What follows belongs to an exercise in optimizing a design on an open flow for small area; a production flow would make more cautious choices.
Function was checked by simulation only, so behaviour that the tests miss may differ from the original.
Power figures rest on the tool's default switching activity, not on a simulated workload.

===== flow/design.v =====
module Mono_Pong(input clk, input rst, input start, input stop, input push_1, input push_2,
					output [13:0] disp_score, output LED_r, output LED_g,
					output [9:0] LED, output [6:0] disp_level, output [1:0] blue,
					output [3:0] zybo_LED);
	reg [7:0] score;	 
	reg [3:0] level;	 
	reg [3:0] pos;		 
	reg       dir;		 
	reg       clck;		 
	reg [3:0] m;		 
	reg [4:0] p;		 
	reg       push;		 
	reg       cc;		 
	localparam [4:0] P0 = 5'd0, PM1 = 5'd16, P24 = 5'd20, P25 = 5'd9;
	wire running = |level;
	wire half = (m == 4'd0) & (p == P25);
	wire tick = half & ~clck;
	wire off = pos[3] & pos[1];
	wire at0 = ~pos[3] & ~pos[2] & ~pos[1] & ~pos[0];
	wire at9 = pos[3] & ~pos[1] & pos[0];
	wire at_end = at0 | at9;
	wire at1 = ~pos[3] & ~pos[2] & ~pos[1] & pos[0];
	wire at8 = pos[3] & ~pos[0];
	wire turn = dir ? at1 : at8;		 
	wire hit_pos = dir ? at9 : at0;		 
	wire btn_end = dir ? push_1 : push_2;	 
	wire btn_next = dir ? push_2 : push_1;	 
	wire bcd = ~dir;
	wire nine = (score[3:0] == 4'd9);
	wire low_wrap = (&score[3:0]) | (bcd & nine);
	wire [7:0] score_inc = low_wrap ? {score[7:4] + 4'd1, 4'd0} : {score[7:4], score[3:0] + 4'd1};
	wire play = running & ~stop;			 
	wire new_game = ~running & start;
	wire hit = play & hit_pos & push;
	wire miss = play & hit_pos & ~push;
	wire up = hit & bcd & nine & ~(&level);
	wire [3:0] level_step = new_game ? 4'd1 : (stop | miss) ? 4'd0 : up ? level + 4'd1 : level;
	wire level_chg = new_game | (running & stop) | miss | up;
	wire [3:0] level_n = rst ? 4'd0 : tick ? level_step : level;
	wire chg = tick & level_chg & ~rst;
	wire reload = rst | half;
	wire wrap = (p == P24) & (m != 4'd0);
	wire run_n = |level_n;
	always @(posedge clk) begin
		level <= level_n;
		if (rst | (tick & new_game))
			score <= 8'd0;
		else if (tick & hit)
			score <= score_inc;
		if (rst | (tick & ~running & ~start))
			pos <= 4'd15;
		else if (tick & new_game) begin
			pos <= 4'd4;
		end else if (tick & play) begin
			pos <= dir ? pos - 4'd1 : pos + 4'd1;
		end
		dir <= ~(tick & new_game) & (dir ^ (tick & play & turn));
		if (tick & ~turn)
			cc <= btn_next;
		if (reload) begin
			m <= level_n;
			p <= chg ? (run_n ? PM1 : P24) : (run_n ? P0 : P25);
		end else begin
			m <= m + {3'd0, wrap};
			p <= wrap ? P0 : {p[3:0], ~(p[4] ^ p[2])};
		end
		if (rst)
			clck <= 1'b0;
		else if (half)
			clck <= ~clck;
		if (reload)
			push <= 1'b0;
		else if (running & at_end & ~cc & btn_end)
			push <= 1'b1;
	end
	assign LED_g = ~off;
	assign LED_r = off;
	assign LED[0] = at0;
	assign LED[1] = at1;
	assign LED[2] = ~pos[3] & ~pos[2] & pos[1] & ~pos[0];
	assign LED[3] = ~pos[3] & ~pos[2] & pos[1] & pos[0];
	assign LED[4] = ~pos[3] & pos[2] & ~pos[1] & ~pos[0];
	assign LED[5] = ~pos[3] & pos[2] & ~pos[1] & pos[0];
	assign LED[6] = ~pos[3] & pos[2] & pos[1] & ~pos[0];
	assign LED[7] = ~pos[3] & pos[2] & pos[1] & pos[0];
	assign LED[8] = at8;
	assign LED[9] = at9;
	assign blue = {push_2, push_1};
	assign zybo_LED = {stop, start, push, push};
	hex_to_sev_seg sev_seg_LSB(score[3:0], disp_score[6:0]);
	hex_to_sev_seg sev_seg_MSB(score[7:4], disp_score[13:7]);
	hex_to_sev_seg sev_seg_level(level, disp_level);
endmodule
module hex_to_sev_seg(input [3:0] out, output [6:0] disp);
	assign disp[0] = (~out[2] & ~out[0]) | (~out[3] & out[1]) | (~out[3] & out[2] & out[0])
						| (out[2] & out[1])	| (out[3] & ~out[2] & ~out[1]) | (out[3] & ~out[0]);
	assign disp[1] = (out[0] & (out[3] ^ out[1])) | (~out[2] & ~out[0]) | (~out[2] & ~out[3])
						| (~out[3] & ~out[1] & ~out[0]);
	assign disp[2] = ~(out[3] | out[1]) | (~(out[3] & out[1]) & out[0]) | (out[3] ^ out[2]);
	assign disp[3] = (~out[3] & ~out[2] & ~out[0]) | (~out[2] & out[1] & out[0])
						| (out[2] & ~out[1] & out[0]) | (out[2] & out[1] & ~out[0])
						| (out[3] & ~out[1] & ~out[0]);
	assign disp[4] = (~out[0] & (~out[2] | out[1])) | (out[3] & (out[1] | out[2]));
	assign disp[5] = (~out[3] & out[2] & ~out[1])  | (~out[1] & ~out[0])  | (out[2] & ~out[0])
						| (out[3] & ~out[2])  | (out[3] & out[1]);
	assign disp[6] = (~out[2] & out[1])  | (out[1] & ~out[0])  | (out[3] & ~out[2])
						| (out[3] &out[0])	| (~out[3] & out[2] & ~out[1]);
endmodule

===== flow/flow/run.sh =====
#!/bin/bash
# Own layout flow: the standard synthesis, then the combinational logic between the
# standard synthesis's flip-flops is re-mapped by ABC for area (flip-flops, their names and
# cell types are kept as the standard synthesis made them), then the standard layout.
# Each tool's output goes to a log file of its own in the work folder.
set -euo pipefail
W=$(pwd)
R=$W/orfs/results/${FLOW_PLATFORM}/Mono_Pong/base
LIB=$FLOW_HOME/platforms/${FLOW_PLATFORM}/lib/sky130_fd_sc_hd__tt_025C_1v80.lib
YOSYS=$(command -v yosys || echo "$FLOW_HOME/../tools/install/yosys/bin/yosys")

bash standard.sh synth > "$W/synth.log" 2>&1
cp "$R/1_2_yosys.v" "$W/standard_synth.v"

SEQ=$(grep -oE "sky130_fd_sc_hd__[a-z0-9_]+" "$W/standard_synth.v" | sort -u | grep -E "__(e?df|sdf|dl|conb)" | tr '\n' ' ')
sed -e "s|@LIB@|$LIB|g" -e "s|@SEQ@|$SEQ|g" -e "s|@IN@|$W/standard_synth.v|g" \
    -e "s|@OUT@|$W/resynth.v|g" -e "s|@ABC@|$W/flow/area.abc|g" -e "s|@TOP@|$FLOW_TOP|g" \
    "$W/flow/resynth.ys" > "$W/resynth_run.ys"
"$YOSYS" -s "$W/resynth_run.ys" > "$W/resynth.log" 2>&1

grep -E "sky130_fd_sc_hd__(e?df|sdf|dl)[a-z0-9_]* " "$W/standard_synth.v" | sort > "$W/ff_standard.txt"
grep -E "sky130_fd_sc_hd__(e?df|sdf|dl)[a-z0-9_]* " "$W/resynth.v" | sort > "$W/ff_resynth.txt"
if cmp -s "$W/ff_standard.txt" "$W/ff_resynth.txt"; then
  cp "$W/resynth.v" "$R/1_2_yosys.v"
else
  echo "flip-flops differ after re-mapping; keeping the standard netlist" >> "$W/resynth.log"
fi
touch "$R/1_2_yosys.v"

# ports get the smallest plain buffer instead of the delay buffer buffer_ports picks itself
export BUFFER_PORTS_ARGS="-buffer_cell sky130_fd_sc_hd__buf_1"
bash standard.sh finish > "$W/layout.log" 2>&1

===== flow/flow/area.abc =====
strash
&get -n
&deepsyn -T 30
&put
strash
dch -f
amap
topo

===== flow/flow/resynth.ys =====
# re-map the combinational logic of the standard synthesis netlist; flip-flops stay as they are
read_liberty -ignore_miss_func @LIB@
blackbox @SEQ@
read_verilog @IN@
hierarchy -top @TOP@
flatten
rename -hide w:*.*
opt -purge
abc -liberty @LIB@ -dont_use *probe* -dont_use *lpflow* -dont_use *clkbuf* -dont_use *clkinv* -script @ABC@
opt_clean -purge
setundef -zero
splitnets
opt_clean -purge
hilomap -singleton -hicell sky130_fd_sc_hd__conb_1 HI -locell sky130_fd_sc_hd__conb_1 LO
insbuf -buf sky130_fd_sc_hd__buf_1 A X
opt_clean -purge
stat -liberty @LIB@
write_verilog -noattr -nohex -nodec @OUT@

===== flow/standard.sh =====
#!/bin/bash
# synth_recipe.tcl (not shown) runs the flow's synth.tcl, then flattens the netlist and writes it again
# the make line also repeats each setting of config.mk as NAME=value (left out here)
make -C /OpenROAD-flow-scripts/flow DESIGN_CONFIG=/design/flow/config.mk WORK_HOME=/design/flow/orfs CLKGATE_MAP_FILE= SYNTH_SCRIPT=/design/flow/synth_recipe.tcl "${@:-finish}"

===== flow/config.mk =====
export PLATFORM = sky130hd
export DESIGN_NAME = Mono_Pong
export DESIGN_NICKNAME = Mono_Pong
export VERILOG_FILES = /design/flow/design.v
export SDC_FILE = /design/flow/constraint.sdc
export NUM_CORES = 4
export LEC_CHECK = 0
export ABC_AREA = 1
export CAP_MARGIN = 20
export CORE_AREA = 2.3 2.72 59.8 59.84
export CTS_BUF_LIST = sky130_fd_sc_hd__clkbuf_8
export CTS_CLUSTER_DIAMETER = 300
export CTS_CLUSTER_SIZE = 50
export DIE_AREA = 0 0 62 62
export SLEW_MARGIN = 20

===== flow/constraint.sdc =====
create_clock -name core_clock -period 10.0 [get_ports {clk}]
set_input_delay 2.0000 -clock core_clock [delete_from_list [all_inputs] [get_ports {clk}]]
set_output_delay 2.0000 -clock core_clock [all_outputs]
set_load 0.01 [all_outputs]

==> load_flow_metrics.sql <==
INSERT INTO impl_metrics (metric_group, metric, value, unit) VALUES
('final_layout', 'area_growth_syn_to_layout', '18.1', '%'),
('final_layout', 'final_net_count', '305', ''),
('placed_design', 'preCtsSetupSlack', '5.67', 'ns'),
('clock_tree', 'holdBufCountCts', '0', ''),
('sta', 'timing.hold.ws', '0.464', 'ns'),
('placed_design', 'io_buffers', '44', ''),
('logic_synthesis', 'syn_inst', '254', ''),
('setup_path', 'path_class', 'primary input to output port', ''),
('final_layout', 'most_frequent_standard_cell_in_the_layout_excluding_fill_and_tap_cells', 'nor2_1', ''),
('outcome', 'outcome', 'no timing/DRC/antenna violations', ''),
('clock_tree', 'clock_tree.htree_level_count', '2', ''),
('die', 'num_io_pins', '45', ''),
('setup_path', 'critical_path.startpoint_type', 'primary input', ''),
('setup_path', 'path_common_cell', 'buf_1', ''),
('power', 'p_per_area', '170', 'nW/um^2'),
('setup_path', 'critical_path.top_delay_family', 'buffers and inverters', ''),
('setup_path', 'worst_path_slowest_cell', 'buf_1', ''),
('global_route', 'overflow', '0', ''),
('sta', 'total_setup_violations_reported_at_the_end_of_the_flow', '0', ''),
('sta', 'grt_setup_unrepaired', 'false', ''),
('global_route', 'largest_net_degree_at_the_start_of_global_routing', '10', ''),
('sta', 'hold_violations', '0', ''),
('sta', 'post-route-min-period', '4.32', 'ns'),
('die', 'starting_density', '50.8', '%'),
('logic_synthesis', 'yosysWarningCount', '1', ''),
('drt', 'dr_total_vias', '1812', ''),
('placed_design', 'numPlacedInstances', '338', ''),
('sta', 'post-route-period-util', '43.2', '%'),
('global_route', 'global_route_wire_length_before_repair', '5.95', 'mm'),
('power', 'cellLeakagePower', '0.769', 'nW'),
('setup_path', 'arrival', '2.32', 'ns'),
('clock_tree', 'cts_root_buf', 'clkbuf_8', ''),
('clock_tree', 'clock_latency_on_the_worst_skew_pair', '0.27', 'ns'),
('setup_path', 'critPathCaptureType', 'output port', ''),
('drt', 'routedWlPerCell', '11.1', 'um'),
('clock_tree', 'clock_path_buffers', '2', ''),
('clock_tree', 'tritoncts_clock_tree', 'yes', ''),
('placed_design', 'finalWeightedCongestion', '0.806', ''),
('final_layout', 'layout-drive-gt1-share', '2.67', '%'),
('drt', 'detail-route-antenna-nets', '0', ''),
('clock_tree', 'number_of_buffers_added_for_setup_after_cts', '0', ''),
('global_route', 'first_global_vias', '1410', ''),
('setup_path', 'timing.critical_path.depth', '2', ''),
('drt', 'routed_wl', '3.84', 'mm'),
('die', 'coreArea', '3280', 'um^2'),
('clock_tree', 'cts_made_buffers', '5', ''),
('clock_tree', 'cts_num_sinks', '29', ''),
('power', 'finalPower', '0.335', 'mW'),
('min_path', 'holdCritPathClass', 'flop to flop', ''),
('sta', 'finalWorstSetupSlack', '5.68', 'ns'),
('drt', 'drtPass1Iterations', '4', ''),
('final_layout', 'num-fill-cells', '322', ''),
('setup_path', 'cp_data_required_time', '8.00', 'ns'),
('drt', 'first_iter_violations', '118', ''),
('power', 'worst_ir_drop_vdd', '0.0000974', 'V'),
('logic_synthesis', 'post_synth.cell_area_avg', '6.57', 'um^2'),
('sta', 'fmax', '0.231', 'GHz'),
('die', 'row_count', '21', ''),
('drt', 'drt-vias-per-instance', '5.24', ''),
('clock_tree', 'path_clk_slew', '0.06', 'ns'),
('die', 'die_w', '62', 'um'),
('global_route', 'antenna_found_initial', '0', ''),
('setup_path', 'cp_cell_sequence', 'buf_1, buf_1', ''),
('die', 'die_area', '3840', 'um^2'),
('final_layout', 'antenna-diode-count', '0', ''),
('setup_path', 'worstPathMaxFanout', '3', ''),
('clock_tree', 'cts_resized', '0', ''),
('sta', 'fin_setup_tns', '0', 'ns'),
('sta', 'clock-skew-final', '0.00648', 'ns'),
('global_route', 'grt.total_usage', '21.2', '%'),
('setup_path', 'cp.buffers_inverters', '2', '');
cell type report:
| class | instances | area share [%] |
|---|---|---|
| clock inverter | 1 | 0.254 |
| sequential | 29 | 30.0 |
| tap | 46 | 2.92 |
| inverter | 35 | 6.67 |
| multi-input combinational | 184 | 46.9 |
| clock buffer | 7 | 4.89 |
| timing repair buffer | 44 | 8.39 |
path summary, 6_finish.rpt:
path                            from          end  slack [ns]
worst max-delay path            stop  zybo_LED[3]        5.68
worst min-delay path            clck         clck        0.46
worst max register to register  m[0]     score[7]        6.36
worst min register to register  clck         clck        0.46
where the power goes:
part | internal [mW] | switching [mW] | total (mW)
clock network | 0.0621 | 0.0438 | 0.106
registers | 0.130 | 0.0112 | 0.141
logic | 0.0304 | 0.0575 | 0.0879
total | 0.222 | 0.112 | 0.335
per-stage QoR:
stage                     util [%]  area [um^2]
final                         60.0         1970
after global routing          60.0         1970
after CTS                     60.0         1970
after detailed placement      56.9         1870
after global placement        56.9         1870
after floorplan                  -         1670
state kept, by name (all words and copies together), names as in the netlist:
register,count
score,8
p,5
level,4
m,4
pos,4
cc,1
clck,1
dir,1
push,1
metal layers:
metal  routed length (um)  global-route usage, %
met1                 1800                   27.0
met2                 1810                   33.5
met3                  190                   6.83
met4                   46                   7.60
met5                    0                      0

re-timing with driven ports:
How much do the figures lean on ideal ports? The routed layout below was timed once more, with nothing changed but the port constraints.
Step 1 assumes that a clkbuf_16 drives the clock port and a buf_2 every other input.
Step 2 adds t to the input delays and takes it off the output delays; t is the mean of the earliest and latest rising clock arrival at the registers after step 1. Input paths then give back, and output paths get back, about the clock's delay inside the block.
a / b / c = no drivers / after step 1 / after step 2; a / b = the first two.
t (ns): 0.297
slack for setup (ns): 5.675 / 5.652 / 5.631
worst setup path after step 2: input to register
pins driven straight from the clock port: 1
After both steps this run still meets setup and hold. For this run, drivers alone change the setup slack by -0.023 ns; drivers and shift together by -0.044 ns.
